This design comes from an exercise in tuning for small area and a short achievable clock period on the open sky130 flow, not from production work. Where RTL was checked, it was by simulation tests only, not by an equivalence proof against the original. Power and IR drop assume default switching activity.

Setup of branch pepper:
==> flow/design.v <==
module fadd_align(a, b, x, y, cin, emax, sa, snov);
input [31:0] a, b;
output [23:0] x, y;
output cin;
output [7:0] emax;
output sa;
output snov;
wire [7:0] ea = a[30:23];
wire [7:0] eb = b[30:23];
wire [7:0] g0 = eb & ~ea;
wire [7:0] e0 = ~(ea ^ eb);
wire [3:0] g1, e1;
wire [1:0] g2, e2;
genvar i;
generate for (i = 0; i < 4; i = i + 1) begin : c1
  assign g1[i] = g0[2*i+1] | (e0[2*i+1] & g0[2*i]);
  assign e1[i] = e0[2*i+1] & e0[2*i];
end endgenerate
generate for (i = 0; i < 2; i = i + 1) begin : c2
  assign g2[i] = g1[2*i+1] | (e1[2*i+1] & g1[2*i]);
  assign e2[i] = e1[2*i+1] & e1[2*i];
end endgenerate
wire b_gt = g2[1] | (e2[1] & g2[0]);
wire eq = e2[1] & e2[0];
wire [7:0] dab = ea - eb;
wire [7:0] dba = eb - ea;
wire [7:0] d = b_gt ? dba : dab;
wire [22:0] fl = b_gt ? b[22:0] : a[22:0];
wire [22:0] fs = b_gt ? a[22:0] : b[22:0];
wire sl = b_gt ? b[31] : a[31];
wire ss = b_gt ? a[31] : b[31];
assign emax = b_gt ? eb : ea;
wire big = |d[7:5];
wire [23:0] m0 = {1'b1, fs};
wire [23:0] t0 = d[0] ? {1'd0, m0[23:1]} : m0;
wire [23:0] t1 = d[1] ? {2'd0, t0[23:2]} : t0;
wire [23:0] t2 = d[2] ? {4'd0, t1[23:4]} : t1;
wire [23:0] t3 = d[3] ? {8'd0, t2[23:8]} : t2;
wire [23:0] t4 = d[4] ? {16'd0, t3[23:16]} : t3;
wire [23:0] S = big ? 24'd0 : t4;
wire szero = (d >= 8'd24);
assign cin = ss;
wire [22:0] orp;   
assign orp[0] = fl[0];
generate for (i = 1; i < 23; i = i + 1) begin : po
  assign orp[i] = orp[i-1] | fl[i];
end endgenerate
assign x[0] = fl[0];
assign x[22:1] = fl[22:1] ^ ({22{sl}} & orp[21:0]);
assign x[23] = ~(sl & orp[22]);
assign y = S ^ {24{ss}};
assign snov = eq ? (a[31] ^ b[31]) : sl;
assign sa = (szero & ss) ? snov : a[31];
endmodule
module fadd_sum(x, y, cin, emax, sa, snov, z);
input [23:0] x, y; input cin; input [7:0] emax; input sa, snov; output [31:0] z;
wire [24:0] g0, p0;
assign g0 = {x & y, cin};
assign p0 = {x ^ y, 1'b0};
wire gg0 = g0[1] | (p0[1] & g0[0]);
wire gg1 = g0[3] | (p0[3] & g0[2]);
wire pp1 = p0[3] & p0[2];
wire gg2 = g0[5] | (p0[5] & g0[4]);
wire pp2 = p0[5] & p0[4];
wire gg3 = g0[7] | (p0[7] & g0[6]);
wire pp3 = p0[7] & p0[6];
wire gg4 = g0[9] | (p0[9] & g0[8]);
wire pp4 = p0[9] & p0[8];
wire gg5 = g0[11] | (p0[11] & g0[10]);
wire pp5 = p0[11] & p0[10];
wire gg6 = g0[13] | (p0[13] & g0[12]);
wire pp6 = p0[13] & p0[12];
wire gg7 = g0[15] | (p0[15] & g0[14]);
wire pp7 = p0[15] & p0[14];
wire gg8 = g0[17] | (p0[17] & g0[16]);
wire pp8 = p0[17] & p0[16];
wire gg9 = g0[19] | (p0[19] & g0[18]);
wire pp9 = p0[19] & p0[18];
wire gg10 = g0[21] | (p0[21] & g0[20]);
wire pp10 = p0[21] & p0[20];
wire gg11 = g0[23] | (p0[23] & g0[22]);
wire pp11 = p0[23] & p0[22];
wire gg12 = g0[2] | (p0[2] & gg0);
wire gg13 = gg1 | (pp1 & gg0);
wire gg14 = g0[6] | (p0[6] & gg2);
wire pp14 = p0[6] & pp2;
wire gg15 = gg3 | (pp3 & gg2);
wire pp15 = pp3 & pp2;
wire gg16 = g0[10] | (p0[10] & gg4);
wire pp16 = p0[10] & pp4;
wire gg17 = gg5 | (pp5 & gg4);
wire pp17 = pp5 & pp4;
wire gg18 = g0[14] | (p0[14] & gg6);
wire pp18 = p0[14] & pp6;
wire gg19 = gg7 | (pp7 & gg6);
wire pp19 = pp7 & pp6;
wire gg20 = g0[18] | (p0[18] & gg8);
wire pp20 = p0[18] & pp8;
wire gg21 = gg9 | (pp9 & gg8);
wire pp21 = pp9 & pp8;
wire gg22 = g0[22] | (p0[22] & gg10);
wire pp22 = p0[22] & pp10;
wire gg23 = gg11 | (pp11 & gg10);
wire pp23 = pp11 & pp10;
wire gg24 = g0[4] | (p0[4] & gg13);
wire gg25 = gg2 | (pp2 & gg13);
wire gg26 = gg14 | (pp14 & gg13);
wire gg27 = gg15 | (pp15 & gg13);
wire gg28 = g0[12] | (p0[12] & gg17);
wire pp28 = p0[12] & pp17;
wire gg29 = gg6 | (pp6 & gg17);
wire pp29 = pp6 & pp17;
wire gg30 = gg18 | (pp18 & gg17);
wire pp30 = pp18 & pp17;
wire gg31 = gg19 | (pp19 & gg17);
wire pp31 = pp19 & pp17;
wire gg32 = g0[20] | (p0[20] & gg21);
wire pp32 = p0[20] & pp21;
wire gg33 = gg10 | (pp10 & gg21);
wire pp33 = pp10 & pp21;
wire gg34 = gg22 | (pp22 & gg21);
wire pp34 = pp22 & pp21;
wire gg35 = gg23 | (pp23 & gg21);
wire pp35 = pp23 & pp21;
wire gg36 = g0[8] | (p0[8] & gg27);
wire gg37 = gg4 | (pp4 & gg27);
wire gg38 = gg16 | (pp16 & gg27);
wire gg39 = gg17 | (pp17 & gg27);
wire gg40 = gg28 | (pp28 & gg27);
wire gg41 = gg29 | (pp29 & gg27);
wire gg42 = gg30 | (pp30 & gg27);
wire gg43 = gg31 | (pp31 & gg27);
wire gg44 = g0[24] | (p0[24] & gg35);
wire pp44 = p0[24] & pp35;
wire gg45 = g0[16] | (p0[16] & gg43);
wire gg46 = gg8 | (pp8 & gg43);
wire gg47 = gg20 | (pp20 & gg43);
wire gg48 = gg21 | (pp21 & gg43);
wire gg49 = gg32 | (pp32 & gg43);
wire gg50 = gg33 | (pp33 & gg43);
wire gg51 = gg34 | (pp34 & gg43);
wire gg52 = gg35 | (pp35 & gg43);
wire gg53 = gg44 | (pp44 & gg43);
wire [22:0] s;
assign s[0] = p0[1] ^ g0[0];
assign s[1] = p0[2] ^ gg0;
assign s[2] = p0[3] ^ gg12;
assign s[3] = p0[4] ^ gg13;
assign s[4] = p0[5] ^ gg24;
assign s[5] = p0[6] ^ gg25;
assign s[6] = p0[7] ^ gg26;
assign s[7] = p0[8] ^ gg27;
assign s[8] = p0[9] ^ gg36;
assign s[9] = p0[10] ^ gg37;
assign s[10] = p0[11] ^ gg38;
assign s[11] = p0[12] ^ gg39;
assign s[12] = p0[13] ^ gg40;
assign s[13] = p0[14] ^ gg41;
assign s[14] = p0[15] ^ gg42;
assign s[15] = p0[16] ^ gg43;
assign s[16] = p0[17] ^ gg45;
assign s[17] = p0[18] ^ gg46;
assign s[18] = p0[19] ^ gg47;
assign s[19] = p0[20] ^ gg48;
assign s[20] = p0[21] ^ gg49;
assign s[21] = p0[22] ^ gg50;
assign s[22] = p0[23] ^ gg51;
wire s24 = gg53;
assign z = {s24 ? sa : snov, emax, s};
endmodule
module float_adder(a, b, z);
input [31:0] a, b;
output [31:0] z;
wire [23:0] x, y;
wire cin, sa, snov;
wire [7:0] emax;
fadd_align u_align(.a(a), .b(b), .x(x), .y(y), .cin(cin), .emax(emax), .sa(sa),
                   .snov(snov));
fadd_sum u_sum(.x(x), .y(y), .cin(cin), .emax(emax), .sa(sa), .snov(snov), .z(z));
endmodule
module fadd_top(clk, a, b, z);
input clk;
input [31:0] a, b;
output [31:0] z;
wire [23:0] x_d, y_d;
wire cin_d, sa_d, snov_d;
wire [7:0] emax_d;
reg [23:0] x_q, y_q;
reg cin_q, sa_q, snov_q;
reg [7:0] emax_q;
fadd_align u_align(.a(a), .b(b), .x(x_d), .y(y_d), .cin(cin_d), .emax(emax_d),
                   .sa(sa_d), .snov(snov_d));
always @(posedge clk) begin
  x_q <= x_d;
  y_q <= y_d;
  cin_q <= cin_d;
  emax_q <= emax_d;
  sa_q <= sa_d;
  snov_q <= snov_d;
end
fadd_sum u_sum(.x(x_q), .y(y_q), .cin(cin_q), .emax(emax_q), .sa(sa_q),
               .snov(snov_q), .z(z));
endmodule
==> flow/config.mk <==
export PLATFORM = sky130hd
export DESIGN_NAME = fadd_top
export DESIGN_NICKNAME = fadd_top
export VERILOG_FILES = /design/flow/design.v
export SDC_FILE = /design/flow/constraint.sdc
export NUM_CORES = 4
export LEC_CHECK = 0
export CAP_MARGIN = 20
export CORE_MARGIN = 2
export CORE_UTILIZATION = 70
export SETUP_SLACK_MARGIN = 3.5
export SLEW_MARGIN = 20
==> flow/constraint.sdc <==
create_clock -name core_clock -period 8.5 [get_ports {clk}]
set_input_delay 1.7000 -clock core_clock [delete_from_list [all_inputs] [get_ports {clk}]]
set_output_delay 1.7000 -clock core_clock [all_outputs]
set_load 0.01 [all_outputs]
standard.sh (not shown) runs the stock make flow with config.mk's settings and CLKGATE_MAP_FILE= SYNTH_SCRIPT=/design/flow/synth_recipe.tcl, a recipe that flattens the netlist after the stock synthesis.
==> flow/flow/run.sh <==
#!/bin/bash
# Standard ORFS layout (the standard.sh), with the I/O port buffers made
# from small buf_2 cells instead of the default clkdlybuf4s50_1 delay cells.
set -euo pipefail
export BUFFER_PORTS_ARGS="-buffer_cell sky130_fd_sc_hd__buf_2"
bash standard.sh > standard_flow.log 2>&1
Input changes introduced in branch indigo (baseline for comparison: branch pepper):
-- flow/design.v --
<<< branch pepper, line 31
wire ss = b_gt ? a[31] : b[31];
assign emax = b_gt ? eb : ea;
wire big = |d[7:5];
wire [23:0] m0 = {1'b1, fs};
wire [23:0] t0 = d[0] ? {1'd0, m0[23:1]} : m0;
wire [23:0] t1 = d[1] ? {2'd0, t0[23:2]} : t0;
wire [23:0] t2 = d[2] ? {4'd0, t1[23:4]} : t1;
wire [23:0] t3 = d[3] ? {8'd0, t2[23:8]} : t2;
wire [23:0] t4 = d[4] ? {16'd0, t3[23:16]} : t3;
wire [23:0] S = big ? 24'd0 : t4;
wire szero = (d >= 8'd24);
assign cin = ss;
>>> branch indigo, line 31
wire ss = b_gt ? a[31] : b[31];
assign emax = b_gt ? eb : ea;
wire [23:0] S = {1'b1, fs} >> d;
wire szero = (d >= 8'd24);
assign cin = ss;
## What came out
- Via count of the first global-routing pass is lower on branch pepper
- Of branch pepper and branch indigo, the higher worst hold-check slack belongs to branch pepper.
- | critical path depth | higher: branch pepper |
- [branch indigo vs branch pepper] relative slew slack: higher in branch indigo
- Compared to branch pepper, the router laid down more metal wire for branch indigo.
- Total power consumption of the routed design ends up higher on branch pepper.
- branch indigo against branch pepper: flip-flop and latch count closely matched the old numbers; number of gates resized after CTS decreased by 13 relative to the old numbers; period utilization decreased by 1.1 points relative to the old numbers; largest incremental delay on the critical path decreased by 0.04 ns relative to the old numbers.
- Between branch pepper and branch indigo, total standard cell area after synthesis increased.
- branch indigo vs. branch pepper: number of non-clock inverters increased by 4 relative to the old numbers, critical path arrival has decreased, initial cell density of the core has increased.
Function not checked in branch indigo: the RTL went through the layout flow alone.

-- afterwards: timing with drivers on the ports --
No port has a modelled driver above. Below, the same layouts with a new extraction and two added sets of constraints.
Step 1 assumes that a clkbuf_16 drives the clock port and a buf_2 every other input.
Step 2, shift: input delay + t, output delay - t, t = (earliest + latest rising clock arrival at the registers) / 2. This alone moves slack from input paths to output paths.
Slacks: ideal / step 1 / step 2; pairs: ideal / step 1.
| run | t, ns | setup WS [ns] | pins driven straight from the clock port |
|---|---|---|---|
| branch pepper | 0.378 | 3.519 / 3.525 / 3.147 | 1 |
| branch indigo | 0.385 | 3.612 / 3.601 / 3.242 | 1 |
After both steps setup and hold are still met in every run listed. For branch pepper, which loses most, drivers alone change the setup slack by +0.006 ns; drivers and shift together by -0.372 ns.
